What follows belongs to an exercise in optimizing a design on an open flow for small area and a short achievable clock period; a production flow would make more cautious choices.
Function was not checked in any run shown here: the RTL went through the layout flow alone.
Power figures rest on the tool's default switching activity, not on a simulated workload.

==> flow/design.v (outline; a module is shown in full before it is edited, if it fits) <==
// module mul8: 14 lines
// module mul16: 1093 lines
// module mul16_fa: 4 lines
// module mul16_cpa: 143 lines
// module mul16_xnor: 3 lines
module mul16(
    input clk,
    input logic[15:0] a,
    input logic[15:0] b,
    output logic[31:0] r
);
  // ...
==> flow/flow/run.sh <==
#!/bin/bash
# The standard layout (the standard.sh, standard synthesis unchanged), except that
# the port buffers are sky130_fd_sc_hd__buf_2 cells instead of the resizer's default pick
# (a clkdlybuf4s50_1 delay cell). Every input and output port still gets its buffer.
set -uo pipefail
export BUFFER_PORTS_ARGS="-buffer_cell sky130_fd_sc_hd__buf_2"
bash standard.sh > standard.log 2>&1
==> flow/standard.sh <==
#!/bin/bash
# synth_recipe.tcl (not shown) runs the flow's synth.tcl, then flattens the netlist and writes it again
# the make line also repeats each setting of config.mk as NAME=value (left out here)
make -C /OpenROAD-flow-scripts/flow DESIGN_CONFIG=/design/flow/config.mk WORK_HOME=/design/flow/orfs CLKGATE_MAP_FILE= SYNTH_SCRIPT=/design/flow/synth_recipe.tcl "${@:-finish}"
==> flow/config.mk <==
export PLATFORM = sky130hd
export DESIGN_NAME = mul16
export DESIGN_NICKNAME = mul16
export VERILOG_FILES = /design/flow/design.v
export SDC_FILE = /design/flow/constraint.sdc
export NUM_CORES = 4
export LEC_CHECK = 0
export CAP_MARGIN = 20
export CORE_MARGIN = 2
export CORE_UTILIZATION = 40
export SETUP_SLACK_MARGIN = 1.8
export SLEW_MARGIN = 20
export SYNTH_HIERARCHICAL = 1
export SYNTH_MINIMUM_KEEP_SIZE = 0
==> flow/constraint.sdc <==
create_clock -name core_clock -period 5.5 [get_ports {clk}]
set_input_delay 1.1000 -clock core_clock [delete_from_list [all_inputs] [get_ports {clk}]]
set_output_delay 1.1000 -clock core_clock [all_outputs]
set_load 0.01 [all_outputs]
==> metrics.md, run 1 <==
| Metric | Value |
|---|---|
| Outcome | timing/DRC/antenna clean |
| IO Pins | 65 |
| Switching share of power | 0.442 |
| Max-slew headroom | 0.665 |
| Detailed placement HPWL | 14900 um |
| Seq area share | 0.212 |
| Number of cells on the critical path | 7 |
| Biggest regs | q: 67 flops, r: 32 flops |
| Switching pwr | about 0.0024 W |
| Final Cell Area | 9340 um2 |
| Worst EP required | between 5 and 6 ns |
| Netlist Area Pre-Place | about 8600 um2 |
| Final Total Pwr | between 0.005 and 0.006 W |
| Worst-Skew Late Latency | between 0.3 and 0.4 ns |
| Clock Skew | between 0.006 and 0.007 ns |
| Final hold violations | 0 |
| Detailed Route Iter0 Violations | around 300 |
| Max FFs per register | 67 |
| Crit path to | q[39]$_DFF_P_ |
| FF/Latch Area | ~2000 um2 |
| Cells along the critical path | buf_2, nand2_1, fa_2, fa_1, fa_2, fa_2, fa_1 |
| Total CTS buffers | 9 |
| Worst Hold Class | flop to flop |
| Hold worst-path end | r[5]$_DFF_P_ |
| Area Growth Syn to Fin | 9.00% |
==> module mul16, before the edit <==
module mul16(
    input clk,
    input logic[15:0] a,
    input logic[15:0] b,
    output logic[31:0] r
);
    wire pp0_0;
    wire pp0_1;
    wire pp0_2;
    wire pp0_3;
    wire pp0_4;
    wire pp0_5;
    wire pp0_6;
    wire pp0_7;
    wire pp0_8;
    wire pp0_9;
    wire pp0_10;
    wire pp0_11;
    wire pp0_12;
    wire pp0_13;
    wire pp0_14;
    wire pp0_15;
    wire pp1_0;
    wire pp1_1;
    wire pp1_2;
    wire pp1_3;
    wire pp1_4;
    wire pp1_5;
    wire pp1_6;
    wire pp1_7;
    wire pp1_8;
    wire pp1_9;
    wire pp1_10;
    wire pp1_11;
    wire pp1_12;
    wire pp1_13;
    wire pp1_14;
    wire pp1_15;
    wire pp2_0;
    wire pp2_1;
    wire pp2_2;
    wire pp2_3;
    wire pp2_4;
    wire pp2_5;
    wire pp2_6;
    wire pp2_7;
    wire pp2_8;
    wire pp2_9;
    wire pp2_10;
    wire pp2_11;
    wire pp2_12;
    wire pp2_13;
    wire pp2_14;
    wire pp2_15;
    wire pp3_0;
    wire pp3_1;
    wire pp3_2;
    wire pp3_3;
    wire pp3_4;
    wire pp3_5;
    wire pp3_6;
    wire pp3_7;
    wire pp3_8;
    wire pp3_9;
    wire pp3_10;
    wire pp3_11;
    wire pp3_12;
    wire pp3_13;
    wire pp3_14;
    wire pp3_15;
    wire pp4_0;
    wire pp4_1;
    wire pp4_2;
    wire pp4_3;
    wire pp4_4;
    wire pp4_5;
    wire pp4_6;
    wire pp4_7;
    wire pp4_8;
    wire pp4_9;
    wire pp4_10;
    wire pp4_11;
    wire pp4_12;
    wire pp4_13;
    wire pp4_14;
    wire pp4_15;
    wire pp5_0;
    wire pp5_1;
    wire pp5_2;
    wire pp5_3;
    wire pp5_4;
    wire pp5_5;
    wire pp5_6;
    wire pp5_7;
    wire pp5_8;
    wire pp5_9;
    wire pp5_10;
    wire pp5_11;
    wire pp5_12;
    wire pp5_13;
    wire pp5_14;
    wire pp5_15;
    wire pp6_0;
    wire pp6_1;
    wire pp6_2;
    wire pp6_3;
    wire pp6_4;
    wire pp6_5;
    wire pp6_6;
    wire pp6_7;
    wire pp6_8;
    wire pp6_9;
    wire pp6_10;
    wire pp6_11;
    wire pp6_12;
    wire pp6_13;
    wire pp6_14;
    wire pp6_15;
    wire pp7_0;
    wire pp7_1;
    wire pp7_2;
    wire pp7_3;
    wire pp7_4;
    wire pp7_5;
    wire pp7_6;
    wire pp7_7;
    wire pp7_8;
    wire pp7_9;
    wire pp7_10;
    wire pp7_11;
    wire pp7_12;
    wire pp7_13;
    wire pp7_14;
    wire pp7_15;
    wire pp8_0;
    wire pp8_1;
    wire pp8_2;
    wire pp8_3;
    wire pp8_4;
    wire pp8_5;
    wire pp8_6;
    wire pp8_7;
    wire pp8_8;
    wire pp8_9;
    wire pp8_10;
    wire pp8_11;
    wire pp8_12;
    wire pp8_13;
    wire pp8_14;
    wire pp8_15;
    wire pp9_0;
    wire pp9_1;
    wire pp9_2;
    wire pp9_3;
    wire pp9_4;
    wire pp9_5;
    wire pp9_6;
    wire pp9_7;
    wire pp9_8;
    wire pp9_9;
    wire pp9_10;
    wire pp9_11;
    wire pp9_12;
    wire pp9_13;
    wire pp9_14;
    wire pp9_15;
    wire pp10_0;
    wire pp10_1;
    wire pp10_2;
    wire pp10_3;
    wire pp10_4;
    wire pp10_5;
    wire pp10_6;
    wire pp10_7;
    wire pp10_8;
    wire pp10_9;
    wire pp10_10;
    wire pp10_11;
    wire pp10_12;
    wire pp10_13;
    wire pp10_14;
    wire pp10_15;
    wire pp11_0;
    wire pp11_1;
    wire pp11_2;
    wire pp11_3;
    wire pp11_4;
    wire pp11_5;
    wire pp11_6;
    wire pp11_7;
    wire pp11_8;
    wire pp11_9;
    wire pp11_10;
    wire pp11_11;
    wire pp11_12;
    wire pp11_13;
    wire pp11_14;
    wire pp11_15;
    wire pp12_0;
    wire pp12_1;
    wire pp12_2;
    wire pp12_3;
    wire pp12_4;
    wire pp12_5;
    wire pp12_6;
    wire pp12_7;
    wire pp12_8;
    wire pp12_9;
    wire pp12_10;
    wire pp12_11;
    wire pp12_12;
    wire pp12_13;
    wire pp12_14;
    wire pp12_15;
    wire pp13_0;
    wire pp13_1;
    wire pp13_2;
    wire pp13_3;
    wire pp13_4;
    wire pp13_5;
    wire pp13_6;
    wire pp13_7;
    wire pp13_8;
    wire pp13_9;
    wire pp13_10;
    wire pp13_11;
    wire pp13_12;
    wire pp13_13;
    wire pp13_14;
    wire pp13_15;
    wire pp14_0;
    wire pp14_1;
    wire pp14_2;
    wire pp14_3;
    wire pp14_4;
    wire pp14_5;
    wire pp14_6;
    wire pp14_7;
    wire pp14_8;
    wire pp14_9;
    wire pp14_10;
    wire pp14_11;
    wire pp14_12;
    wire pp14_13;
    wire pp14_14;
    wire pp14_15;
    wire pp15_0;
    wire pp15_1;
    wire pp15_2;
    wire pp15_3;
    wire pp15_4;
    wire pp15_5;
    wire pp15_6;
    wire pp15_7;
    wire pp15_8;
    wire pp15_9;
    wire pp15_10;
    wire pp15_11;
    wire pp15_12;
    wire pp15_13;
    wire pp15_14;
    wire pp15_15;
    wire s1, c2;
    wire s3, c4;
    wire s5, c6;
    wire s7, c8;
    wire s9, c10;
    wire s11, c12;
    wire s13, c14;
    wire s15, c16;
    wire s17, c18;
    wire s19, c20;
    wire s21, c22;
    wire s23, c24;
    wire s25, c26;
    wire s27, c28;
    wire s29, c30;
    wire s31, c32;
    wire s33, c34;
    wire s35, c36;
    wire s37, c38;
    wire s39, c40;
    wire s41, c42;
    wire s43, c44;
    wire s45, c46;
    wire s47, c48;
    wire s49, c50;
    wire s51, c52;
    wire s53, c54;
    wire s55, c56;
    wire s57, c58;
    wire s59, c60;
    wire s61, c62;
    wire s63, c64;
    wire s65, c66;
    wire s67, c68;
    wire s69, c70;
    wire s71, c72;
    wire s73, c74;
    wire s75, c76;
    wire s77, c78;
    wire s79, c80;
    wire s81, c82;
    wire s83, c84;
    wire s85, c86;
    wire s87, c88;
    wire s89, c90;
    wire s91, c92;
    wire s93, c94;
    wire s95, c96;
    wire s97, c98;
    wire s99, c100;
    wire s101, c102;
    wire s103, c104;
    wire s105, c106;
    wire s107, c108;
    wire s109, c110;
    wire s111, c112;
    wire s113, c114;
    wire s115, c116;
    wire s117, c118;
    wire s119, c120;
    wire s121, c122;
    wire s123, c124;
    wire s125, c126;
    wire s127, c128;
    wire s129, c130;
    wire s131, c132;
    wire s133, c134;
    wire s135, c136;
    wire s137, c138;
    wire s139, c140;
    wire s141, c142;
    wire s143, c144;
    wire s145, c146;
    wire s147, c148;
    wire s149, c150;
    wire s151, c152;
    wire s153, c154;
    wire s155, c156;
    wire s157, c158;
    wire s159, c160;
    wire s161, c162;
    wire s163, c164;
    wire s165, c166;
    wire s167, c168;
    wire s169, c170;
    wire s171, c172;
    wire s173, c174;
    wire s175, c176;
    wire s177, c178;
    wire s179, c180;
    wire s181, c182;
    wire s183, c184;
    wire s185, c186;
    wire s187, c188;
    wire s189, c190;
    wire s191, c192;
    wire s193, c194;
    wire s195, c196;
    wire s197, c198;
    wire s199, c200;
    wire s201, c202;
    wire s203, c204;
    wire s205, c206;
    wire s207, c208;
    wire s209, c210;
    wire s211, c212;
    wire s213, c214;
    wire s215, c216;
    wire s217, c218;
    wire s219, c220;
    wire s221, c222;
    wire s223, c224;
    wire s225, c226;
    wire s227, c228;
    wire s229, c230;
    wire s231, c232;
    wire s233, c234;
    wire s235, c236;
    wire s237, c238;
    wire s239, c240;
    wire s241, c242;
    wire s243, c244;
    wire s245, c246;
    wire s247, c248;
    wire s249, c250;
    wire s251, c252;
    wire s253, c254;
    wire s255, c256;
    wire s257, c258;
    wire s259, c260;
    wire s261, c262;
    wire s263, c264;
    wire s265, c266;
    wire s267, c268;
    wire s269, c270;
    wire s271, c272;
    wire s273, c274;
    wire s275, c276;
    wire s277, c278;
    wire s279, c280;
    wire s281, c282;
    wire s283, c284;
    wire s285, c286;
    wire s287, c288;
    wire s289, c290;
    wire s291, c292;
    wire s293, c294;
    wire s295, c296;
    wire s297, c298;
    wire s299, c300;
    wire s301, c302;
    wire s303, c304;
    wire s305, c306;
    wire s307, c308;
    wire s309, c310;
    wire s311, c312;
    wire s313, c314;
    wire s315, c316;
    wire s317, c318;
    wire s319, c320;
    wire s321, c322;
    wire s323, c324;
    wire s325, c326;
    wire s327, c328;
    wire s329, c330;
    wire s331, c332;
    wire s333, c334;
    wire s335, c336;
    wire s337, c338;
    wire s339, c340;
    wire s341, c342;
    wire s343, c344;
    wire s345, c346;
    wire s347, c348;
    wire s349, c350;
    wire s351, c352;
    wire s353, c354;
    wire s355, c356;
    wire s357, c358;
    wire s359, c360;
    wire s361, c362;
    wire s363, c364;
    wire s365, c366;
    wire s367, c368;
    wire s369, c370;
    wire s371, c372;
    wire s373, c374;
    wire s375, c376;
    wire s377, c378;
    wire s379, c380;
    wire s381, c382;
    wire s383, c384;
    wire s385, c386;
    wire s387, c388;
    wire s456, c457;
    wire s458, c459;
    wire s460, c461;
    wire s462, c463;
    wire s464, c465;
    wire s466, c467;
    wire s468, c469;
    wire s470, c471;
    wire s472, c473;
    wire s474, c475;
    wire s476, c477;
    wire s478, c479;
    wire s480, c481;
    wire s482, c483;
    wire s484, c485;
    wire s486, c487;
    wire s488, c489;
    wire s490, c491;
    wire s492, c493;
    wire s494, c495;
    wire s496, c497;
    logic [66:0] q;
    wire q389 = q[0];
    wire q390 = q[1];
    wire q391 = q[2];
    wire q392 = q[3];
    wire q393 = q[4];
    wire q394 = q[5];
    wire q395 = q[6];
    wire q396 = q[7];
    wire q397 = q[8];
    wire q398 = q[9];
    wire q399 = q[10];
    wire q400 = q[11];
    wire q401 = q[12];
    wire q402 = q[13];
    wire q403 = q[14];
    wire q404 = q[15];
    wire q405 = q[16];
    wire q406 = q[17];
    wire q407 = q[18];
    wire q408 = q[19];
    wire q409 = q[20];
    wire q410 = q[21];
    wire q411 = q[22];
    wire q412 = q[23];
    wire q413 = q[24];
    wire q414 = q[25];
    wire q415 = q[26];
    wire q416 = q[27];
    wire q417 = q[28];
    wire q418 = q[29];
    wire q419 = q[30];
    wire q420 = q[31];
    wire q421 = q[32];
    wire q422 = q[33];
    wire q423 = q[34];
    wire q424 = q[35];
    wire q425 = q[36];
    wire q426 = q[37];
    wire q427 = q[38];
    wire q428 = q[39];
    wire q429 = q[40];
    wire q430 = q[41];
    wire q431 = q[42];
    wire q432 = q[43];
    wire q433 = q[44];
    wire q434 = q[45];
    wire q435 = q[46];
    wire q436 = q[47];
    wire q437 = q[48];
    wire q438 = q[49];
    wire q439 = q[50];
    wire q440 = q[51];
    wire q441 = q[52];
    wire q442 = q[53];
    wire q443 = q[54];
    wire q444 = q[55];
    wire q445 = q[56];
    wire q446 = q[57];
    wire q447 = q[58];
    wire q448 = q[59];
    wire q449 = q[60];
    wire q450 = q[61];
    wire q451 = q[62];
    wire q452 = q[63];
    wire q453 = q[64];
    wire q454 = q[65];
    wire q455 = q[66];
    wire [31:0] xn = {1'b1, q454, q452, q450, q448, q446, q444, q442, q441, c495, c493, c491, s490, s488, c483, s482, s478, c471, s470, s466, s464, s462, s460, s458, q399, q395, q394, q393, q392, q391, q390, q389};
    wire [31:0] yn = {1'b1, q455, q453, q451, q449, q447, q445, q443, c497, s496, s494, s492, c489, c487, s486, c479, c475, s474, s468, c465, c463, c461, c459, c457, s456, q396, 1'b1, 1'b1, 1'b1, 1'b1, 1'b1, 1'b1};
    assign pp0_0 = ~(a[0] & b[0]);
    assign pp0_1 = ~(a[0] & b[1]);
    assign pp0_2 = ~(a[0] & b[2]);
    assign pp0_3 = ~(a[0] & b[3]);
    assign pp0_4 = ~(a[0] & b[4]);
    assign pp0_5 = ~(a[0] & b[5]);
    assign pp0_6 = ~(a[0] & b[6]);
    assign pp0_7 = ~(a[0] & b[7]);
    assign pp0_8 = ~(a[0] & b[8]);
    assign pp0_9 = ~(a[0] & b[9]);
    assign pp0_10 = ~(a[0] & b[10]);
    assign pp0_11 = ~(a[0] & b[11]);
    assign pp0_12 = ~(a[0] & b[12]);
    assign pp0_13 = ~(a[0] & b[13]);
    assign pp0_14 = ~(a[0] & b[14]);
    assign pp0_15 = ~(a[0] & b[15]);
    assign pp1_0 = ~(a[1] & b[0]);
    assign pp1_1 = ~(a[1] & b[1]);
    assign pp1_2 = ~(a[1] & b[2]);
    assign pp1_3 = ~(a[1] & b[3]);
    assign pp1_4 = ~(a[1] & b[4]);
    assign pp1_5 = ~(a[1] & b[5]);
    assign pp1_6 = ~(a[1] & b[6]);
    assign pp1_7 = ~(a[1] & b[7]);
    assign pp1_8 = ~(a[1] & b[8]);
    assign pp1_9 = ~(a[1] & b[9]);
    assign pp1_10 = ~(a[1] & b[10]);
    assign pp1_11 = ~(a[1] & b[11]);
    assign pp1_12 = ~(a[1] & b[12]);
    assign pp1_13 = ~(a[1] & b[13]);
    assign pp1_14 = ~(a[1] & b[14]);
    assign pp1_15 = ~(a[1] & b[15]);
    assign pp2_0 = ~(a[2] & b[0]);
    assign pp2_1 = ~(a[2] & b[1]);
    assign pp2_2 = ~(a[2] & b[2]);
    assign pp2_3 = ~(a[2] & b[3]);
    assign pp2_4 = ~(a[2] & b[4]);
    assign pp2_5 = ~(a[2] & b[5]);
    assign pp2_6 = ~(a[2] & b[6]);
    assign pp2_7 = ~(a[2] & b[7]);
    assign pp2_8 = ~(a[2] & b[8]);
    assign pp2_9 = ~(a[2] & b[9]);
    assign pp2_10 = ~(a[2] & b[10]);
    assign pp2_11 = ~(a[2] & b[11]);
    assign pp2_12 = ~(a[2] & b[12]);
    assign pp2_13 = ~(a[2] & b[13]);
    assign pp2_14 = ~(a[2] & b[14]);
    assign pp2_15 = ~(a[2] & b[15]);
    assign pp3_0 = ~(a[3] & b[0]);
    assign pp3_1 = ~(a[3] & b[1]);
    assign pp3_2 = ~(a[3] & b[2]);
    assign pp3_3 = ~(a[3] & b[3]);
    assign pp3_4 = ~(a[3] & b[4]);
    assign pp3_5 = ~(a[3] & b[5]);
    assign pp3_6 = ~(a[3] & b[6]);
    assign pp3_7 = ~(a[3] & b[7]);
    assign pp3_8 = ~(a[3] & b[8]);
    assign pp3_9 = ~(a[3] & b[9]);
    assign pp3_10 = ~(a[3] & b[10]);
    assign pp3_11 = ~(a[3] & b[11]);
    assign pp3_12 = ~(a[3] & b[12]);
    assign pp3_13 = ~(a[3] & b[13]);
    assign pp3_14 = ~(a[3] & b[14]);
    assign pp3_15 = ~(a[3] & b[15]);
    assign pp4_0 = ~(a[4] & b[0]);
    assign pp4_1 = ~(a[4] & b[1]);
    assign pp4_2 = ~(a[4] & b[2]);
    assign pp4_3 = ~(a[4] & b[3]);
    assign pp4_4 = ~(a[4] & b[4]);
    assign pp4_5 = ~(a[4] & b[5]);
    assign pp4_6 = ~(a[4] & b[6]);
    assign pp4_7 = ~(a[4] & b[7]);
    assign pp4_8 = ~(a[4] & b[8]);
    assign pp4_9 = ~(a[4] & b[9]);
    assign pp4_10 = ~(a[4] & b[10]);
    assign pp4_11 = ~(a[4] & b[11]);
    assign pp4_12 = ~(a[4] & b[12]);
    assign pp4_13 = ~(a[4] & b[13]);
    assign pp4_14 = ~(a[4] & b[14]);
    assign pp4_15 = ~(a[4] & b[15]);
    assign pp5_0 = ~(a[5] & b[0]);
    assign pp5_1 = ~(a[5] & b[1]);
    assign pp5_2 = ~(a[5] & b[2]);
    assign pp5_3 = ~(a[5] & b[3]);
    assign pp5_4 = ~(a[5] & b[4]);
    assign pp5_5 = ~(a[5] & b[5]);
    assign pp5_6 = ~(a[5] & b[6]);
    assign pp5_7 = ~(a[5] & b[7]);
    assign pp5_8 = ~(a[5] & b[8]);
    assign pp5_9 = ~(a[5] & b[9]);
    assign pp5_10 = ~(a[5] & b[10]);
    assign pp5_11 = ~(a[5] & b[11]);
    assign pp5_12 = ~(a[5] & b[12]);
    assign pp5_13 = ~(a[5] & b[13]);
    assign pp5_14 = ~(a[5] & b[14]);
    assign pp5_15 = ~(a[5] & b[15]);
    assign pp6_0 = ~(a[6] & b[0]);
    assign pp6_1 = ~(a[6] & b[1]);
    assign pp6_2 = ~(a[6] & b[2]);
    assign pp6_3 = ~(a[6] & b[3]);
    assign pp6_4 = ~(a[6] & b[4]);
    assign pp6_5 = ~(a[6] & b[5]);
    assign pp6_6 = ~(a[6] & b[6]);
    assign pp6_7 = ~(a[6] & b[7]);
    assign pp6_8 = ~(a[6] & b[8]);
    assign pp6_9 = ~(a[6] & b[9]);
    assign pp6_10 = ~(a[6] & b[10]);
    assign pp6_11 = ~(a[6] & b[11]);
    assign pp6_12 = ~(a[6] & b[12]);
    assign pp6_13 = ~(a[6] & b[13]);
    assign pp6_14 = ~(a[6] & b[14]);
    assign pp6_15 = ~(a[6] & b[15]);
    assign pp7_0 = ~(a[7] & b[0]);
    assign pp7_1 = ~(a[7] & b[1]);
    assign pp7_2 = ~(a[7] & b[2]);
    assign pp7_3 = ~(a[7] & b[3]);
    assign pp7_4 = ~(a[7] & b[4]);
    assign pp7_5 = ~(a[7] & b[5]);
    assign pp7_6 = ~(a[7] & b[6]);
    assign pp7_7 = ~(a[7] & b[7]);
    assign pp7_8 = ~(a[7] & b[8]);
    assign pp7_9 = ~(a[7] & b[9]);
    assign pp7_10 = ~(a[7] & b[10]);
    assign pp7_11 = ~(a[7] & b[11]);
    assign pp7_12 = ~(a[7] & b[12]);
    assign pp7_13 = ~(a[7] & b[13]);
    assign pp7_14 = ~(a[7] & b[14]);
    assign pp7_15 = ~(a[7] & b[15]);
    assign pp8_0 = ~(a[8] & b[0]);
    assign pp8_1 = ~(a[8] & b[1]);
    assign pp8_2 = ~(a[8] & b[2]);
    assign pp8_3 = ~(a[8] & b[3]);
    assign pp8_4 = ~(a[8] & b[4]);
    assign pp8_5 = ~(a[8] & b[5]);
    assign pp8_6 = ~(a[8] & b[6]);
    assign pp8_7 = ~(a[8] & b[7]);
    assign pp8_8 = ~(a[8] & b[8]);
    assign pp8_9 = ~(a[8] & b[9]);
    assign pp8_10 = ~(a[8] & b[10]);
    assign pp8_11 = ~(a[8] & b[11]);
    assign pp8_12 = ~(a[8] & b[12]);
    assign pp8_13 = ~(a[8] & b[13]);
    assign pp8_14 = ~(a[8] & b[14]);
    assign pp8_15 = ~(a[8] & b[15]);
    assign pp9_0 = ~(a[9] & b[0]);
    assign pp9_1 = ~(a[9] & b[1]);
    assign pp9_2 = ~(a[9] & b[2]);
    assign pp9_3 = ~(a[9] & b[3]);
    assign pp9_4 = ~(a[9] & b[4]);
    assign pp9_5 = ~(a[9] & b[5]);
    assign pp9_6 = ~(a[9] & b[6]);
    assign pp9_7 = ~(a[9] & b[7]);
    assign pp9_8 = ~(a[9] & b[8]);
    assign pp9_9 = ~(a[9] & b[9]);
    assign pp9_10 = ~(a[9] & b[10]);
    assign pp9_11 = ~(a[9] & b[11]);
    assign pp9_12 = ~(a[9] & b[12]);
    assign pp9_13 = ~(a[9] & b[13]);
    assign pp9_14 = ~(a[9] & b[14]);
    assign pp9_15 = ~(a[9] & b[15]);
    assign pp10_0 = ~(a[10] & b[0]);
    assign pp10_1 = ~(a[10] & b[1]);
    assign pp10_2 = ~(a[10] & b[2]);
    assign pp10_3 = ~(a[10] & b[3]);
    assign pp10_4 = ~(a[10] & b[4]);
    assign pp10_5 = ~(a[10] & b[5]);
    assign pp10_6 = ~(a[10] & b[6]);
    assign pp10_7 = ~(a[10] & b[7]);
    assign pp10_8 = ~(a[10] & b[8]);
    assign pp10_9 = ~(a[10] & b[9]);
    assign pp10_10 = ~(a[10] & b[10]);
    assign pp10_11 = ~(a[10] & b[11]);
    assign pp10_12 = ~(a[10] & b[12]);
    assign pp10_13 = ~(a[10] & b[13]);
    assign pp10_14 = ~(a[10] & b[14]);
    assign pp10_15 = ~(a[10] & b[15]);
    assign pp11_0 = ~(a[11] & b[0]);
    assign pp11_1 = ~(a[11] & b[1]);
    assign pp11_2 = ~(a[11] & b[2]);
    assign pp11_3 = ~(a[11] & b[3]);
    assign pp11_4 = ~(a[11] & b[4]);
    assign pp11_5 = ~(a[11] & b[5]);
    assign pp11_6 = ~(a[11] & b[6]);
    assign pp11_7 = ~(a[11] & b[7]);
    assign pp11_8 = ~(a[11] & b[8]);
    assign pp11_9 = ~(a[11] & b[9]);
    assign pp11_10 = ~(a[11] & b[10]);
    assign pp11_11 = ~(a[11] & b[11]);
    assign pp11_12 = ~(a[11] & b[12]);
    assign pp11_13 = ~(a[11] & b[13]);
    assign pp11_14 = ~(a[11] & b[14]);
    assign pp11_15 = ~(a[11] & b[15]);
    assign pp12_0 = ~(a[12] & b[0]);
    assign pp12_1 = ~(a[12] & b[1]);
    assign pp12_2 = ~(a[12] & b[2]);
    assign pp12_3 = ~(a[12] & b[3]);
    assign pp12_4 = ~(a[12] & b[4]);
    assign pp12_5 = ~(a[12] & b[5]);
    assign pp12_6 = ~(a[12] & b[6]);
    assign pp12_7 = ~(a[12] & b[7]);
    assign pp12_8 = ~(a[12] & b[8]);
    assign pp12_9 = ~(a[12] & b[9]);
    assign pp12_10 = ~(a[12] & b[10]);
    assign pp12_11 = ~(a[12] & b[11]);
    assign pp12_12 = ~(a[12] & b[12]);
    assign pp12_13 = ~(a[12] & b[13]);
    assign pp12_14 = ~(a[12] & b[14]);
    assign pp12_15 = ~(a[12] & b[15]);
    assign pp13_0 = ~(a[13] & b[0]);
    assign pp13_1 = ~(a[13] & b[1]);
    assign pp13_2 = ~(a[13] & b[2]);
    assign pp13_3 = ~(a[13] & b[3]);
    assign pp13_4 = ~(a[13] & b[4]);
    assign pp13_5 = ~(a[13] & b[5]);
    assign pp13_6 = ~(a[13] & b[6]);
    assign pp13_7 = ~(a[13] & b[7]);
    assign pp13_8 = ~(a[13] & b[8]);
    assign pp13_9 = ~(a[13] & b[9]);
    assign pp13_10 = ~(a[13] & b[10]);
    assign pp13_11 = ~(a[13] & b[11]);
    assign pp13_12 = ~(a[13] & b[12]);
    assign pp13_13 = ~(a[13] & b[13]);
    assign pp13_14 = ~(a[13] & b[14]);
    assign pp13_15 = ~(a[13] & b[15]);
    assign pp14_0 = ~(a[14] & b[0]);
    assign pp14_1 = ~(a[14] & b[1]);
    assign pp14_2 = ~(a[14] & b[2]);
    assign pp14_3 = ~(a[14] & b[3]);
    assign pp14_4 = ~(a[14] & b[4]);
    assign pp14_5 = ~(a[14] & b[5]);
    assign pp14_6 = ~(a[14] & b[6]);
    assign pp14_7 = ~(a[14] & b[7]);
    assign pp14_8 = ~(a[14] & b[8]);
    assign pp14_9 = ~(a[14] & b[9]);
    assign pp14_10 = ~(a[14] & b[10]);
    assign pp14_11 = ~(a[14] & b[11]);
    assign pp14_12 = ~(a[14] & b[12]);
    assign pp14_13 = ~(a[14] & b[13]);
    assign pp14_14 = ~(a[14] & b[14]);
    assign pp14_15 = ~(a[14] & b[15]);
    assign pp15_0 = ~(a[15] & b[0]);
    assign pp15_1 = ~(a[15] & b[1]);
    assign pp15_2 = ~(a[15] & b[2]);
    assign pp15_3 = ~(a[15] & b[3]);
    assign pp15_4 = ~(a[15] & b[4]);
    assign pp15_5 = ~(a[15] & b[5]);
    assign pp15_6 = ~(a[15] & b[6]);
    assign pp15_7 = ~(a[15] & b[7]);
    assign pp15_8 = ~(a[15] & b[8]);
    assign pp15_9 = ~(a[15] & b[9]);
    assign pp15_10 = ~(a[15] & b[10]);
    assign pp15_11 = ~(a[15] & b[11]);
    assign pp15_12 = ~(a[15] & b[12]);
    assign pp15_13 = ~(a[15] & b[13]);
    assign pp15_14 = ~(a[15] & b[14]);
    assign pp15_15 = ~(a[15] & b[15]);
    mul16_xnor us1 (.x(pp0_1), .y(pp1_0), .s(s1));
    assign c2 = pp0_1 | pp1_0;
    mul16_fa us3 (.x(pp0_2), .y(pp1_1), .z(pp2_0), .s(s3), .c(c4));
    mul16_xnor us5 (.x(c2), .y(s3), .s(s5));
    assign c6 = c2 | s3;
    mul16_fa us7 (.x(pp0_3), .y(pp1_2), .z(pp2_1), .s(s7), .c(c8));
    mul16_fa us9 (.x(pp3_0), .y(c4), .z(s7), .s(s9), .c(c10));
    mul16_xnor us11 (.x(c6), .y(s9), .s(s11));
    assign c12 = c6 | s9;
    mul16_fa us13 (.x(pp0_4), .y(pp1_3), .z(pp2_2), .s(s13), .c(c14));
    mul16_fa us15 (.x(pp3_1), .y(pp4_0), .z(c8), .s(s15), .c(c16));
    mul16_fa us17 (.x(s13), .y(s15), .z(c10), .s(s17), .c(c18));
    mul16_xnor us19 (.x(c12), .y(s17), .s(s19));
    assign c20 = c12 | s17;
    mul16_fa us21 (.x(pp0_5), .y(pp1_4), .z(pp2_3), .s(s21), .c(c22));
    mul16_fa us23 (.x(pp3_2), .y(pp4_1), .z(pp5_0), .s(s23), .c(c24));
    mul16_fa us25 (.x(c14), .y(s21), .z(s23), .s(s25), .c(c26));
    mul16_fa us27 (.x(c16), .y(s25), .z(c18), .s(s27), .c(c28));
    mul16_xnor us29 (.x(c20), .y(s27), .s(s29));
    assign c30 = c20 | s27;
    mul16_fa us31 (.x(pp0_6), .y(pp1_5), .z(pp2_4), .s(s31), .c(c32));
    mul16_fa us33 (.x(pp3_3), .y(pp4_2), .z(pp5_1), .s(s33), .c(c34));
    mul16_fa us35 (.x(pp6_0), .y(c22), .z(c24), .s(s35), .c(c36));
    mul16_fa us37 (.x(s31), .y(s33), .z(c26), .s(s37), .c(c38));
    mul16_fa us39 (.x(s35), .y(s37), .z(c28), .s(s39), .c(c40));
    mul16_fa us41 (.x(pp0_7), .y(pp1_6), .z(pp2_5), .s(s41), .c(c42));
    mul16_fa us43 (.x(pp3_4), .y(pp4_3), .z(pp5_2), .s(s43), .c(c44));
    mul16_fa us45 (.x(pp6_1), .y(pp7_0), .z(c32), .s(s45), .c(c46));
    mul16_fa us47 (.x(c34), .y(s41), .z(s43), .s(s47), .c(c48));
    mul16_fa us49 (.x(c36), .y(s45), .z(s47), .s(s49), .c(c50));
    mul16_fa us51 (.x(pp0_8), .y(pp1_7), .z(pp2_6), .s(s51), .c(c52));
    mul16_fa us53 (.x(pp3_5), .y(pp4_4), .z(pp5_3), .s(s53), .c(c54));
    mul16_fa us55 (.x(pp6_2), .y(pp7_1), .z(pp8_0), .s(s55), .c(c56));
    mul16_fa us57 (.x(c42), .y(c44), .z(s51), .s(s57), .c(c58));
    mul16_fa us59 (.x(s53), .y(s55), .z(c46), .s(s59), .c(c60));
    mul16_fa us61 (.x(c48), .y(s57), .z(s59), .s(s61), .c(c62));
    mul16_fa us63 (.x(pp0_9), .y(pp1_8), .z(pp2_7), .s(s63), .c(c64));
    mul16_fa us65 (.x(pp3_6), .y(pp4_5), .z(pp5_4), .s(s65), .c(c66));
    mul16_fa us67 (.x(pp6_3), .y(pp7_2), .z(pp8_1), .s(s67), .c(c68));
    mul16_fa us69 (.x(pp9_0), .y(c52), .z(c54), .s(s69), .c(c70));
    mul16_fa us71 (.x(c56), .y(s63), .z(s65), .s(s71), .c(c72));
    mul16_fa us73 (.x(s67), .y(c58), .z(s69), .s(s73), .c(c74));
    mul16_fa us75 (.x(s71), .y(c60), .z(s73), .s(s75), .c(c76));
    mul16_fa us77 (.x(pp0_10), .y(pp1_9), .z(pp2_8), .s(s77), .c(c78));
    mul16_fa us79 (.x(pp3_7), .y(pp4_6), .z(pp5_5), .s(s79), .c(c80));
    mul16_fa us81 (.x(pp6_4), .y(pp7_3), .z(pp8_2), .s(s81), .c(c82));
    mul16_fa us83 (.x(pp9_1), .y(pp10_0), .z(c64), .s(s83), .c(c84));
    mul16_fa us85 (.x(c66), .y(c68), .z(s77), .s(s85), .c(c86));
    mul16_fa us87 (.x(s79), .y(s81), .z(c70), .s(s87), .c(c88));
    mul16_fa us89 (.x(s83), .y(c72), .z(s85), .s(s89), .c(c90));
    mul16_fa us91 (.x(s87), .y(c74), .z(s89), .s(s91), .c(c92));
    mul16_fa us93 (.x(pp0_11), .y(pp1_10), .z(pp2_9), .s(s93), .c(c94));
    mul16_fa us95 (.x(pp3_8), .y(pp4_7), .z(pp5_6), .s(s95), .c(c96));
    mul16_fa us97 (.x(pp6_5), .y(pp7_4), .z(pp8_3), .s(s97), .c(c98));
    mul16_fa us99 (.x(pp9_2), .y(pp10_1), .z(pp11_0), .s(s99), .c(c100));
    mul16_fa us101 (.x(c78), .y(c80), .z(c82), .s(s101), .c(c102));
    mul16_fa us103 (.x(s93), .y(s95), .z(s97), .s(s103), .c(c104));
    mul16_fa us105 (.x(s99), .y(c84), .z(c86), .s(s105), .c(c106));
    mul16_fa us107 (.x(s101), .y(s103), .z(c88), .s(s107), .c(c108));
    mul16_fa us109 (.x(c90), .y(s105), .z(s107), .s(s109), .c(c110));
    mul16_fa us111 (.x(pp0_12), .y(pp1_11), .z(pp2_10), .s(s111), .c(c112));
    mul16_fa us113 (.x(pp3_9), .y(pp4_8), .z(pp5_7), .s(s113), .c(c114));
    mul16_fa us115 (.x(pp6_6), .y(pp7_5), .z(pp8_4), .s(s115), .c(c116));
    mul16_fa us117 (.x(pp9_3), .y(pp10_2), .z(pp11_1), .s(s117), .c(c118));
    mul16_fa us119 (.x(pp12_0), .y(c94), .z(c96), .s(s119), .c(c120));
    mul16_fa us121 (.x(c98), .y(c100), .z(s111), .s(s121), .c(c122));
    mul16_fa us123 (.x(s113), .y(s115), .z(s117), .s(s123), .c(c124));
    mul16_fa us125 (.x(c102), .y(s119), .z(c104), .s(s125), .c(c126));
    mul16_fa us127 (.x(s121), .y(s123), .z(c106), .s(s127), .c(c128));
    mul16_fa us129 (.x(s125), .y(c108), .z(s127), .s(s129), .c(c130));
    mul16_fa us131 (.x(pp0_13), .y(pp1_12), .z(pp2_11), .s(s131), .c(c132));
    mul16_fa us133 (.x(pp3_10), .y(pp4_9), .z(pp5_8), .s(s133), .c(c134));
    mul16_fa us135 (.x(pp6_7), .y(pp7_6), .z(pp8_5), .s(s135), .c(c136));
    mul16_fa us137 (.x(pp9_4), .y(pp10_3), .z(pp11_2), .s(s137), .c(c138));
    mul16_fa us139 (.x(pp12_1), .y(pp13_0), .z(c112), .s(s139), .c(c140));
    mul16_fa us141 (.x(c114), .y(c116), .z(c118), .s(s141), .c(c142));
    mul16_fa us143 (.x(s131), .y(s133), .z(s135), .s(s143), .c(c144));
    mul16_fa us145 (.x(s137), .y(c120), .z(s139), .s(s145), .c(c146));
    mul16_fa us147 (.x(c122), .y(c124), .z(s141), .s(s147), .c(c148));
    mul16_fa us149 (.x(s143), .y(c126), .z(s145), .s(s149), .c(c150));
    mul16_fa us151 (.x(pp0_14), .y(pp1_13), .z(pp2_12), .s(s151), .c(c152));
    mul16_fa us153 (.x(pp3_11), .y(pp4_10), .z(pp5_9), .s(s153), .c(c154));
    mul16_fa us155 (.x(pp6_8), .y(pp7_7), .z(pp8_6), .s(s155), .c(c156));
    mul16_fa us157 (.x(pp9_5), .y(pp10_4), .z(pp11_3), .s(s157), .c(c158));
    mul16_fa us159 (.x(pp12_2), .y(pp13_1), .z(pp14_0), .s(s159), .c(c160));
    mul16_fa us161 (.x(c132), .y(c134), .z(c136), .s(s161), .c(c162));
    mul16_fa us163 (.x(c138), .y(s151), .z(s153), .s(s163), .c(c164));
    mul16_fa us165 (.x(s155), .y(s157), .z(s159), .s(s165), .c(c166));
    mul16_fa us167 (.x(c140), .y(c142), .z(c144), .s(s167), .c(c168));
    mul16_fa us169 (.x(s161), .y(s163), .z(s165), .s(s169), .c(c170));
    mul16_fa us171 (.x(c146), .y(c148), .z(s167), .s(s171), .c(c172));
    mul16_fa us173 (.x(pp0_15), .y(pp1_14), .z(pp2_13), .s(s173), .c(c174));
    mul16_fa us175 (.x(pp3_12), .y(pp4_11), .z(pp5_10), .s(s175), .c(c176));
    mul16_fa us177 (.x(pp6_9), .y(pp7_8), .z(pp8_7), .s(s177), .c(c178));
    mul16_fa us179 (.x(pp9_6), .y(pp10_5), .z(pp11_4), .s(s179), .c(c180));
    mul16_fa us181 (.x(pp12_3), .y(pp13_2), .z(pp14_1), .s(s181), .c(c182));
    mul16_fa us183 (.x(pp15_0), .y(c152), .z(c154), .s(s183), .c(c184));
    mul16_fa us185 (.x(c156), .y(c158), .z(c160), .s(s185), .c(c186));
    mul16_fa us187 (.x(s173), .y(s175), .z(s177), .s(s187), .c(c188));
    mul16_fa us189 (.x(s179), .y(s181), .z(c162), .s(s189), .c(c190));
    mul16_fa us191 (.x(c164), .y(s183), .z(c166), .s(s191), .c(c192));
    mul16_fa us193 (.x(s185), .y(s187), .z(s189), .s(s193), .c(c194));
    mul16_fa us195 (.x(c168), .y(c170), .z(s191), .s(s195), .c(c196));
    mul16_fa us197 (.x(pp1_15), .y(pp2_14), .z(pp3_13), .s(s197), .c(c198));
    mul16_fa us199 (.x(pp4_12), .y(pp5_11), .z(pp6_10), .s(s199), .c(c200));
    mul16_fa us201 (.x(pp7_9), .y(pp8_8), .z(pp9_7), .s(s201), .c(c202));
    mul16_fa us203 (.x(pp10_6), .y(pp11_5), .z(pp12_4), .s(s203), .c(c204));
    mul16_fa us205 (.x(pp13_3), .y(pp14_2), .z(pp15_1), .s(s205), .c(c206));
    mul16_fa us207 (.x(c174), .y(c176), .z(c178), .s(s207), .c(c208));
    mul16_fa us209 (.x(c180), .y(c182), .z(s197), .s(s209), .c(c210));
    mul16_fa us211 (.x(s199), .y(s201), .z(s203), .s(s211), .c(c212));
    mul16_fa us213 (.x(s205), .y(c184), .z(c186), .s(s213), .c(c214));
    mul16_fa us215 (.x(c188), .y(s207), .z(s209), .s(s215), .c(c216));
    mul16_fa us217 (.x(s211), .y(c190), .z(s213), .s(s217), .c(c218));
    mul16_fa us219 (.x(c192), .y(s215), .z(c194), .s(s219), .c(c220));
    mul16_fa us221 (.x(pp2_15), .y(pp3_14), .z(pp4_13), .s(s221), .c(c222));
    mul16_fa us223 (.x(pp5_12), .y(pp6_11), .z(pp7_10), .s(s223), .c(c224));
    mul16_fa us225 (.x(pp8_9), .y(pp9_8), .z(pp10_7), .s(s225), .c(c226));
    mul16_fa us227 (.x(pp11_6), .y(pp12_5), .z(pp13_4), .s(s227), .c(c228));
    mul16_fa us229 (.x(pp14_3), .y(pp15_2), .z(c198), .s(s229), .c(c230));
    mul16_fa us231 (.x(c200), .y(c202), .z(c204), .s(s231), .c(c232));
    mul16_fa us233 (.x(c206), .y(s221), .z(s223), .s(s233), .c(c234));
    mul16_fa us235 (.x(s225), .y(s227), .z(c208), .s(s235), .c(c236));
    mul16_fa us237 (.x(s229), .y(c210), .z(c212), .s(s237), .c(c238));
    mul16_fa us239 (.x(s231), .y(s233), .z(c214), .s(s239), .c(c240));
    mul16_fa us241 (.x(s235), .y(c216), .z(s237), .s(s241), .c(c242));
    mul16_fa us243 (.x(pp3_15), .y(pp4_14), .z(pp5_13), .s(s243), .c(c244));
    mul16_fa us245 (.x(pp6_12), .y(pp7_11), .z(pp8_10), .s(s245), .c(c246));
    mul16_fa us247 (.x(pp9_9), .y(pp10_8), .z(pp11_7), .s(s247), .c(c248));
    mul16_fa us249 (.x(pp12_6), .y(pp13_5), .z(pp14_4), .s(s249), .c(c250));
    mul16_fa us251 (.x(pp15_3), .y(c222), .z(c224), .s(s251), .c(c252));
    mul16_fa us253 (.x(c226), .y(c228), .z(s243), .s(s253), .c(c254));
    mul16_fa us255 (.x(s245), .y(s247), .z(s249), .s(s255), .c(c256));
    mul16_fa us257 (.x(c230), .y(c232), .z(c234), .s(s257), .c(c258));
    mul16_fa us259 (.x(s251), .y(s253), .z(s255), .s(s259), .c(c260));
    mul16_fa us261 (.x(c236), .y(c238), .z(s257), .s(s261), .c(c262));
    mul16_fa us263 (.x(s259), .y(c240), .z(c242), .s(s263), .c(c264));
    mul16_fa us265 (.x(pp4_15), .y(pp5_14), .z(pp6_13), .s(s265), .c(c266));
    mul16_fa us267 (.x(pp7_12), .y(pp8_11), .z(pp9_10), .s(s267), .c(c268));
    mul16_fa us269 (.x(pp10_9), .y(pp11_8), .z(pp12_7), .s(s269), .c(c270));
    mul16_fa us271 (.x(pp13_6), .y(pp14_5), .z(pp15_4), .s(s271), .c(c272));
    mul16_fa us273 (.x(c244), .y(c246), .z(c248), .s(s273), .c(c274));
    mul16_fa us275 (.x(c250), .y(s265), .z(s267), .s(s275), .c(c276));
    mul16_fa us277 (.x(s269), .y(s271), .z(c252), .s(s277), .c(c278));
    mul16_fa us279 (.x(c254), .y(c256), .z(s273), .s(s279), .c(c280));
    mul16_fa us281 (.x(s275), .y(s277), .z(c258), .s(s281), .c(c282));
    mul16_fa us283 (.x(c260), .y(s279), .z(c262), .s(s283), .c(c284));
    mul16_fa us285 (.x(pp5_15), .y(pp6_14), .z(pp7_13), .s(s285), .c(c286));
    mul16_fa us287 (.x(pp8_12), .y(pp9_11), .z(pp10_10), .s(s287), .c(c288));
    mul16_fa us289 (.x(pp11_9), .y(pp12_8), .z(pp13_7), .s(s289), .c(c290));
    mul16_fa us291 (.x(pp14_6), .y(pp15_5), .z(c266), .s(s291), .c(c292));
    mul16_fa us293 (.x(c268), .y(c270), .z(c272), .s(s293), .c(c294));
    mul16_fa us295 (.x(s285), .y(s287), .z(s289), .s(s295), .c(c296));
    mul16_fa us297 (.x(c274), .y(s291), .z(c276), .s(s297), .c(c298));
    mul16_fa us299 (.x(s293), .y(s295), .z(c278), .s(s299), .c(c300));
    mul16_fa us301 (.x(c280), .y(s297), .z(s299), .s(s301), .c(c302));
    mul16_fa us303 (.x(pp6_15), .y(pp7_14), .z(pp8_13), .s(s303), .c(c304));
    mul16_fa us305 (.x(pp9_12), .y(pp10_11), .z(pp11_10), .s(s305), .c(c306));
    mul16_fa us307 (.x(pp12_9), .y(pp13_8), .z(pp14_7), .s(s307), .c(c308));
    mul16_fa us309 (.x(pp15_6), .y(c286), .z(c288), .s(s309), .c(c310));
    mul16_fa us311 (.x(c290), .y(s303), .z(s305), .s(s311), .c(c312));
    mul16_fa us313 (.x(s307), .y(c292), .z(c294), .s(s313), .c(c314));
    mul16_fa us315 (.x(s309), .y(c296), .z(s311), .s(s315), .c(c316));
    mul16_fa us317 (.x(c298), .y(s313), .z(s315), .s(s317), .c(c318));
    mul16_fa us319 (.x(pp7_15), .y(pp8_14), .z(pp9_13), .s(s319), .c(c320));
    mul16_fa us321 (.x(pp10_12), .y(pp11_11), .z(pp12_10), .s(s321), .c(c322));
    mul16_fa us323 (.x(pp13_9), .y(pp14_8), .z(pp15_7), .s(s323), .c(c324));
    mul16_fa us325 (.x(c304), .y(c306), .z(c308), .s(s325), .c(c326));
    mul16_fa us327 (.x(s319), .y(s321), .z(s323), .s(s327), .c(c328));
    mul16_fa us329 (.x(c310), .y(c312), .z(s325), .s(s329), .c(c330));
    mul16_fa us331 (.x(s327), .y(c314), .z(c316), .s(s331), .c(c332));
    mul16_fa us333 (.x(pp8_15), .y(pp9_14), .z(pp10_13), .s(s333), .c(c334));
    mul16_fa us335 (.x(pp11_12), .y(pp12_11), .z(pp13_10), .s(s335), .c(c336));
    mul16_fa us337 (.x(pp14_9), .y(pp15_8), .z(c320), .s(s337), .c(c338));
    mul16_fa us339 (.x(c322), .y(c324), .z(s333), .s(s339), .c(c340));
    mul16_fa us341 (.x(s335), .y(c326), .z(s337), .s(s341), .c(c342));
    mul16_fa us343 (.x(c328), .y(s339), .z(c330), .s(s343), .c(c344));
    mul16_fa us345 (.x(s341), .y(c332), .z(s343), .s(s345), .c(c346));
    mul16_fa us347 (.x(pp9_15), .y(pp10_14), .z(pp11_13), .s(s347), .c(c348));
    mul16_fa us349 (.x(pp12_12), .y(pp13_11), .z(pp14_10), .s(s349), .c(c350));
    mul16_fa us351 (.x(pp15_9), .y(c334), .z(c336), .s(s351), .c(c352));
    mul16_fa us353 (.x(s347), .y(s349), .z(c338), .s(s353), .c(c354));
    mul16_fa us355 (.x(c340), .y(s351), .z(c342), .s(s355), .c(c356));
    mul16_fa us357 (.x(s353), .y(c344), .z(s355), .s(s357), .c(c358));
    mul16_fa us359 (.x(pp10_15), .y(pp11_14), .z(pp12_13), .s(s359), .c(c360));
    mul16_fa us361 (.x(pp13_12), .y(pp14_11), .z(pp15_10), .s(s361), .c(c362));
    mul16_fa us363 (.x(c348), .y(c350), .z(s359), .s(s363), .c(c364));
    mul16_fa us365 (.x(s361), .y(c352), .z(s363), .s(s365), .c(c366));
    mul16_fa us367 (.x(c354), .y(s365), .z(c356), .s(s367), .c(c368));
    mul16_fa us369 (.x(pp11_15), .y(pp12_14), .z(pp13_13), .s(s369), .c(c370));
    mul16_fa us371 (.x(pp14_12), .y(pp15_11), .z(c360), .s(s371), .c(c372));
    mul16_fa us373 (.x(c362), .y(s369), .z(s371), .s(s373), .c(c374));
    mul16_fa us375 (.x(c364), .y(s373), .z(c366), .s(s375), .c(c376));
    mul16_fa us377 (.x(pp12_15), .y(pp13_14), .z(pp14_13), .s(s377), .c(c378));
    mul16_fa us379 (.x(pp15_12), .y(c370), .z(s377), .s(s379), .c(c380));
    mul16_fa us381 (.x(c372), .y(s379), .z(c374), .s(s381), .c(c382));
    mul16_fa us383 (.x(pp13_15), .y(pp14_14), .z(pp15_13), .s(s383), .c(c384));
    mul16_fa us385 (.x(c378), .y(s383), .z(c380), .s(s385), .c(c386));
    mul16_fa us387 (.x(pp14_15), .y(pp15_14), .z(c384), .s(s387), .c(c388));
    mul16_xnor us456 (.x(q397), .y(q398), .s(s456));
    assign c457 = q397 | q398;
    mul16_xnor us458 (.x(q400), .y(q401), .s(s458));
    assign c459 = q400 | q401;
    mul16_xnor us460 (.x(q402), .y(q403), .s(s460));
    assign c461 = q402 | q403;
    mul16_xnor us462 (.x(q404), .y(q405), .s(s462));
    assign c463 = q404 | q405;
    mul16_xnor us464 (.x(q406), .y(q407), .s(s464));
    assign c465 = q406 | q407;
    mul16_xnor us466 (.x(q408), .y(q409), .s(s466));
    assign c467 = q408 | q409;
    mul16_fa us468 (.x(q410), .y(q411), .z(q412), .s(s468), .c(c469));
    mul16_xnor us470 (.x(q413), .y(c467), .s(s470));
    assign c471 = q413 | c467;
    mul16_fa us472 (.x(q414), .y(q415), .z(q416), .s(s472), .c(c473));
    mul16_xnor us474 (.x(c469), .y(s472), .s(s474));
    assign c475 = c469 | s472;
    mul16_fa us476 (.x(q417), .y(q418), .z(q419), .s(s476), .c(c477));
    mul16_xnor us478 (.x(c473), .y(s476), .s(s478));
    assign c479 = c473 | s476;
    mul16_fa us480 (.x(q420), .y(q421), .z(q422), .s(s480), .c(c481));
    mul16_xnor us482 (.x(c477), .y(s480), .s(s482));
    assign c483 = c477 | s480;
    mul16_fa us484 (.x(q423), .y(q424), .z(q425), .s(s484), .c(c485));
    mul16_fa us486 (.x(q426), .y(c481), .z(s484), .s(s486), .c(c487));
    mul16_fa us488 (.x(q427), .y(q428), .z(c485), .s(s488), .c(c489));
    mul16_fa us490 (.x(q429), .y(q430), .z(q431), .s(s490), .c(c491));
    mul16_fa us492 (.x(q432), .y(q433), .z(q434), .s(s492), .c(c493));
    mul16_fa us494 (.x(q435), .y(q436), .z(q437), .s(s494), .c(c495));
    mul16_fa us496 (.x(q438), .y(q439), .z(q440), .s(s496), .c(c497));
    wire [25:0] cg, cp, cs;
    assign cg[0] = xn[6] & yn[6];
    assign cp[0] = xn[6] ^ yn[6];
    assign cg[1] = xn[7] & yn[7];
    assign cp[1] = xn[7] ^ yn[7];
    assign cg[2] = xn[8] & yn[8];
    assign cp[2] = xn[8] ^ yn[8];
    assign cg[3] = xn[9] & yn[9];
    assign cp[3] = xn[9] ^ yn[9];
    assign cg[4] = xn[10] & yn[10];
    assign cp[4] = xn[10] ^ yn[10];
    assign cg[5] = xn[11] & yn[11];
    assign cp[5] = xn[11] ^ yn[11];
    assign cg[6] = xn[12] & yn[12];
    assign cp[6] = xn[12] ^ yn[12];
    assign cg[7] = xn[13] & yn[13];
    assign cp[7] = xn[13] ^ yn[13];
    assign cg[8] = xn[14] & yn[14];
    assign cp[8] = xn[14] ^ yn[14];
    assign cg[9] = xn[15] & yn[15];
    assign cp[9] = xn[15] ^ yn[15];
    assign cg[10] = xn[16] & yn[16];
    assign cp[10] = xn[16] ^ yn[16];
    assign cg[11] = xn[17] & yn[17];
    assign cp[11] = xn[17] ^ yn[17];
    assign cg[12] = xn[18] & yn[18];
    assign cp[12] = xn[18] ^ yn[18];
    assign cg[13] = xn[19] & yn[19];
    assign cp[13] = xn[19] ^ yn[19];
    assign cg[14] = xn[20] & yn[20];
    assign cp[14] = xn[20] ^ yn[20];
    assign cg[15] = xn[21] & yn[21];
    assign cp[15] = xn[21] ^ yn[21];
    assign cg[16] = xn[22] & yn[22];
    assign cp[16] = xn[22] ^ yn[22];
    assign cg[17] = xn[23] & yn[23];
    assign cp[17] = xn[23] ^ yn[23];
    assign cg[18] = xn[24] & yn[24];
    assign cp[18] = xn[24] ^ yn[24];
    assign cg[19] = xn[25] & yn[25];
    assign cp[19] = xn[25] ^ yn[25];
    assign cg[20] = xn[26] & yn[26];
    assign cp[20] = xn[26] ^ yn[26];
    assign cg[21] = xn[27] & yn[27];
    assign cp[21] = xn[27] ^ yn[27];
    assign cg[22] = xn[28] & yn[28];
    assign cp[22] = xn[28] ^ yn[28];
    assign cg[23] = xn[29] & yn[29];
    assign cp[23] = xn[29] ^ yn[29];
    assign cg[24] = xn[30] & yn[30];
    assign cp[24] = xn[30] ^ yn[30];
    assign cg[25] = xn[31] & yn[31];
    assign cp[25] = xn[31] ^ yn[31];
    mul16_cpa ucpa (.gi(cg), .pi(cp), .s(cs));
    wire [31:0] sum = {cs, ~xn[5], ~xn[4], ~xn[3], ~xn[2], ~xn[1], ~xn[0]};
    always_ff @(posedge clk) begin
        q <= {c388, pp15_15, c386, s387, c382, s385, c376, s381, c368, s375, s367, c358, s357, c346, s345, s331, c318, s329, c302, s317, c300, c284, s301, c282, s283, c264, s281, s263, s261, c220, s241, s239, c218, s219, c196, s217, s195, c172, s193, s171, c150, s169, c130, s149, c128, s147, s129, c110, s109, c92, s91, c76, s75, c62, s61, c50, c40, s49, c38, s39, c30, s29, s19, s11, s5, s1, pp0_0};
        r <= sum;
    end
endmodule
==> inputs of run 2 (changes only) <==
--- a/flow/design.v
+++ b/flow/design.v
@@ -1093,28 +1093,30 @@
     assign cg[22] = xn[28] & yn[28];
     assign cp[22] = xn[28] ^ yn[28];
     assign cg[23] = xn[29] & yn[29];
     assign cp[23] = xn[29] ^ yn[29];
     assign cg[24] = xn[30] & yn[30];
     assign cp[24] = xn[30] ^ yn[30];
     assign cg[25] = xn[31] & yn[31];
     assign cp[25] = xn[31] ^ yn[31];
-    mul16_cpa ucpa (.gi(cg), .pi(cp), .s(cs));
+    mul16_cpa ucpa (.gi(cg), .pi(cp), .co(cco));
+    wire [24:0] cco;
+    assign cs = {~(cp[25] ^ cco[24]), ~(cp[24] ^ cco[23]), ~(cp[23] ^ cco[22]), ~(cp[22] ^ cco[21]), ~(cp[21] ^ cco[20]), ~(cp[20] ^ cco[19]), ~(cp[19] ^ cco[18]), ~(cp[18] ^ cco[17]), ~(cp[17] ^ cco[16]), ~(cp[16] ^ cco[15]), ~(cp[15] ^ cco[14]), ~(cp[14] ^ cco[13]), ~(cp[13] ^ cco[12]), ~(cp[12] ^ cco[11]), ~(cp[11] ^ cco[10]), ~(cp[10] ^ cco[9]), ~(cp[9] ^ cco[8]), ~(cp[8] ^ cco[7]), ~(cp[7] ^ cco[6]), ~(cp[6] ^ cco[5]), ~(cp[5] ^ cco[4]), ~(cp[4] ^ cco[3]), ~(cp[3] ^ cco[2]), ~(cp[2] ^ cco[1]), ~(cp[1] ^ cco[0]), cp[0]};
     wire [31:0] sum = {cs, ~xn[5], ~xn[4], ~xn[3], ~xn[2], ~xn[1], ~xn[0]};
     always_ff @(posedge clk) begin
         q <= {c388, pp15_15, c386, s387, c382, s385, c376, s381, c368, s375, s367, c358, s357, c346, s345, s331, c318, s329, c302, s317, c300, c284, s301, c282, s283, c264, s281, s263, s261, c220, s241, s239, c218, s219, c196, s217, s195, c172, s193, s171, c150, s169, c130, s149, c128, s147, s129, c110, s109, c92, s91, c76, s75, c62, s61, c50, c40, s49, c38, s39, c30, s29, s19, s11, s5, s1, pp0_0};
         r <= sum;
     end
 endmodule
 module mul16_fa(input x, input y, input z, output s, output c);
     assign s = x ^ y ^ z;
     assign c = (x & y) | (x & z) | (y & z);
 endmodule
-module mul16_cpa(input [25:0] gi, input [25:0] pi, output [25:0] s);
+module mul16_cpa(input [25:0] gi, input [25:0] pi, output [24:0] co);
     wire g0 = gi[0] | pi[0];
     wire p0 = pi[0];
     wire g1 = gi[1];
     wire p1 = pi[1];
     wire g2 = gi[2];
     wire p2 = pi[2];
     wire g3 = gi[3];
     wire p3 = pi[3];
@@ -1245,13 +1247,13 @@
     wire G41 = g18 | (p18 & G30);
     wire P41 = p18 & P30;
     wire G42 = g20 | (p20 & G26);
     wire P42 = p20 & P26;
     wire G43 = g22 | (p22 & G31);
     wire P43 = p22 & P31;
     wire G44 = g24 | (p24 & G24);
     wire P44 = p24 & P24;
-    assign s = {~(p25 ^ G44), ~(p24 ^ G24), ~(p23 ^ G43), ~(p22 ^ G31), ~(p21 ^ G42), ~(p20 ^ G26), ~(p19 ^ G41), ~(p18 ^ G30), ~(p17 ^ G40), ~(p16 ^ G23), ~(p15 ^ G39), ~(p14 ^ G29), ~(p13 ^ G38), ~(p12 ^ G25), ~(p11 ^ G37), ~(p10 ^ G28), ~(p9 ^ G36), ~(p8 ^ G20), ~(p7 ^ G35), ~(p6 ^ G27), ~(p5 ^ G34), ~(p4 ^ G14), ~(p3 ^ G33), ~(p2 ^ G1), ~(p1 ^ g0), p0};
+    assign co = {G44, G24, G43, G31, G42, G26, G41, G30, G40, G23, G39, G29, G38, G25, G37, G28, G36, G20, G35, G27, G34, G14, G33, G1, g0};
 endmodule
 module mul16_xnor(input x, input y, output s);
     assign s = ~(x ^ y);
 endmodule
==> flow/flow/run.sh (replaced) <==
#!/bin/bash
set -uo pipefail
here=$(pwd)
export BUFFER_PORTS_ARGS="-buffer_cell sky130_fd_sc_hd__buf_4"
export PRE_RESIZE_TCL="$here/flow/outbuf.tcl"
bash standard.sh > standard.log 2>&1
==> flow/flow/outbuf.tcl (new file) <==
# Sourced by ORFS's resize.tcl before repair_design: the buffer that buffer_ports put on
# each output port becomes a sky130_fd_sc_hd__buf_1.
set n 0
foreach port [get_ports -filter "direction==output"] {
  set net [get_nets [get_full_name $port]]
  foreach pin [get_pins -of_objects $net -filter "direction==output"] {
    set inst [get_cells -of_objects $pin]
    if {[get_property $inst ref_name] eq "sky130_fd_sc_hd__buf_4"} {
      replace_cell $inst sky130_fd_sc_hd__buf_1
      incr n
    }
  }
}
puts "outbuf.tcl: $n output buffers made buf_1"
==> flow/config.mk (replaced) <==
export PLATFORM = sky130hd
export DESIGN_NAME = mul16
export DESIGN_NICKNAME = mul16
export VERILOG_FILES = /design/flow/design.v
export SDC_FILE = /design/flow/constraint.sdc
export NUM_CORES = 4
export LEC_CHECK = 0
export CAP_MARGIN = 20
export CORE_MARGIN = 2
export CORE_UTILIZATION = 40
export CTS_BUF_LIST = sky130_fd_sc_hd__clkbuf_8
export CTS_CLUSTER_SIZE = 12
export SETUP_SLACK_MARGIN = 2.0
export SLEW_MARGIN = 20
export SYNTH_HIERARCHICAL = 1
export SYNTH_MINIMUM_KEEP_SIZE = 0
==> metrics.md, run 2 <==
| Metric | Value |
|---|---|
| Outcome | timing/DRC/antenna clean |
| Most frequent cells in the layout | nand2_1 (248), fa_1 (136), dfxtp_1 (99) |
| H-tree Lvls | 3 |
| Crit path launch type | primary input |
| Pwr/cell area | around 580 nW/um2 |
| Clock Skew | 0.0163 ns (+0.00967 ns) |
| Leak | around 3.3 nW |
| Switching pwr | 0.00236 W (+0.20%) |
| Worst Hold Class | flop to flop |
| Port bufs | 64 |
| Total Routing Usage GR | 0.187 |
| RSZ-0062 raised after global routing | false |
| Post-synthesis area per instance | 10.8 um2 |
| Antenna viol nets, final | 0 |
| Worst setup margin | 2.12 ns |
| Fmax | roughly 0.30 GHz |
| Total CTS buffers | 9 (unchanged) |
| Clock sinks | 99 |
| Core box area | 21600 um2 |
| Clock root cell | clkbuf_8 |
| Worst-Skew Late Latency | 0.39 ns (+0.03 ns) |
| Post-synth net total | 1063 |
| Vias in the first global route | ~6000 |
| Area Growth Syn to Fin | 7.43% |
| Die area | about 23000 um2 |
| Cells on worst reg2reg path | 10 |
| Placer congestion estimate | 0.859 |
| Maxcap violations | 0 |
| Die extent in y | roughly 150 um |
| Final min period | about 3.4 ns |
| Max FFs per register | 67 (unchanged) |
| Worst hold stages | 1 |
| Starting density of the core | 0.404 |
| Max Slew Vio Count | 0 |
| IO Pins | 65 (unchanged) |
| Endpoints failing setup | 0 |
| Switching share of power | 0.435 (-0.00641) |
| Drt via density | 5.05 |
| WL per Instance | approximately 18 um |
| CTS clk-pin slew, worst paths | approximately 0.09 ns |
| Max Buffers Root-to-Sink | 2 |
| Hold_buf cts | 0 |
| Layout net count | about 1100 |
| Detailed placement HPWL | 15000 um (+0.82%) |
| Worst EP required | 5.77 ns (+0.04 ns) |
| Die X | 152 um |
| Max rail drop VDD | between 0.3 and 0.4 mV |
| Post-route DRC | 0 |
| Logic pwr share | 0.689 |
| Layout cells sized above 1 | 0.191 |
| Cell Int Power | ~0.003 W |
| Max-slew headroom | 0.710 (+0.0446) |
| Initial antenna violation count | 0 |
| Post-Synthesis Cells | between 800 and 900 |
| Biggest regs | q: 67 flops, r: 32 flops |
| # rows | between 50 and 60 |
| Number of diodes | 0 |
| Final Total Pwr | 0.00542 W (+1.7%) |
| First-pass GRT wire length | 32100 um |
| Type of the worst setup path | primary input to flop |
| Least-Margin Pin Slew | about 0.44 ns |
| Placement Setup Slack | approximately 1.7 ns |
| Clock group share of total power | 0.081 |
| Most common cell after layout, fill and taps aside | nand2_1 |
| Critical Path AT | approximately 3.7 ns |
| Final worst path period share | 0.614 |
| Reg with most FFs | q |
| Final core utilization | 0.434 |
| Drt total wl | roughly 20000 um |
| Via count | ~5400 |
| TritonCTS clock tree | done |
| Critical path fanouts, max | 17 |
| Largest net degree at the start of global routing | 18 |
| FILL cells | 2063 |
| Total gr overflow | 0 |
| Final hold violations | 0 (unchanged) |
| DRT Pass-1 Iters | 5 |
| Setup TNS | 0 ns |
| Yosys warns | 7 |
| Netlist Area Pre-Place | 8730 um2 (+1.9%) |
| CP Capture Type | flop |
| Detailed Route Iter0 Violations | 296 (-2.6%) |
| Sequential power share | 0.230 |
## run 2: metal layers
| metal | global-route usage | part of all wire | routed length [um] |
|---|---|---|---|
| met1 | 0.252 | 0.43 | 8450 |
| met2 | 0.307 | 0.48 | 9430 |
| met3 | 0.0347 | 0.065 | 1280 |
| met4 | 0.0634 | 0.024 | 474 |
| met5 | 0 | 0 | 0 |
## run 2: final timing paths
kind	from	endpoint	slack [ns]
worst min-delay path	q[5]$_DFF_P_	r[5]$_DFF_P_	0.36
worst min register to register	q[5]$_DFF_P_	r[5]$_DFF_P_	0.36
worst max register to register	q[35]$_DFF_P_	r[30]$_DFF_P_	2.24
worst max-delay path	a[1]	q[39]$_DFF_P_	2.12
## run 2: power groups by stage
stage               clock [W]  sequential (W)  combinational [W]
finish               0.000441         0.00125            0.00373
floorplan                   0         0.00130            0.00340
detailed placement          0         0.00127            0.00373
global route         0.000487         0.00128            0.00429
CTS                  0.000463         0.00125            0.00376
global placement            0         0.00127            0.00377
## run 2: final cells by class
class                      instances  area, um2  share of cell area
timing repair buffer              65        368              0.0392
clock buffer                      10        138              0.0147
multi-input combinational        605       6450               0.688
sequential                        99       1980               0.211
clock inverter                     6       41.3             0.00440
inverter                          12       45.0             0.00480
tap                              280        350              0.0374
## run 2: metrics by stage
stage / hold WS [ns] / area [um2] / std cells
after global routing: 0.375 / 9380 / 1077
after detailed placement: 0.342 / 9170 / 1060
after global placement: 0.338 / 9290 / 1060
after floorplan: 0.338 / 9420 / 805
after CTS: 0.364 / 9360 / 1076
final: 0.362 / 9380 / 1077
## run 2: timing repair
item | CTS | global route
pin swaps | 0 | 1
setup endpoints to repair | 1 | 1
setup buffers | 0 | 1
gates resized for setup | 1 | 2
## run 2: worst max-delay path, stage by stage
cell and delay (ns):
buf_4 0.23, nand2_1 0.14, fa_2 0.41, fa_1 0.46, fa_1 0.50, fa_2 0.38
fa_1 0.42

afterwards: timing with drivers on the ports:
In the flow no input, the clock included, has a driving cell. The finished layouts below were timed again as built, in two steps. Step 1 sets driving cells, clkbuf_16 on the clock port and buf_2 on the other inputs (assumed; they add their load-dependent delay and slew). Step 2 moves the port delays by t, midway between the first and last clock arrival at a register: inputs arrive t later, outputs are due t later. That takes back most of the time a late clock gives input paths. a / b / c = ideal ports / drivers / drivers and shift; a / b = the first two.
run | shift t [ns] | setup slack, ns | slew at the worst register clock pin (ns) | worst slew at a driven data input, ns | cell pins on the clock port's net
run 1 | 0.399 | 1.885 / 1.897 / 1.498 | 0.07 / 0.07 | 0.05 | 1
run 2 | 0.424 | 2.124 / 2.133 / 1.709 | 0.10 / 0.10 | 0.05 | 1
After both steps setup and hold are still met in every run listed. The setup slack of run 2, which loses most, moves by +0.009 ns with the drivers and by -0.415 ns with both steps.
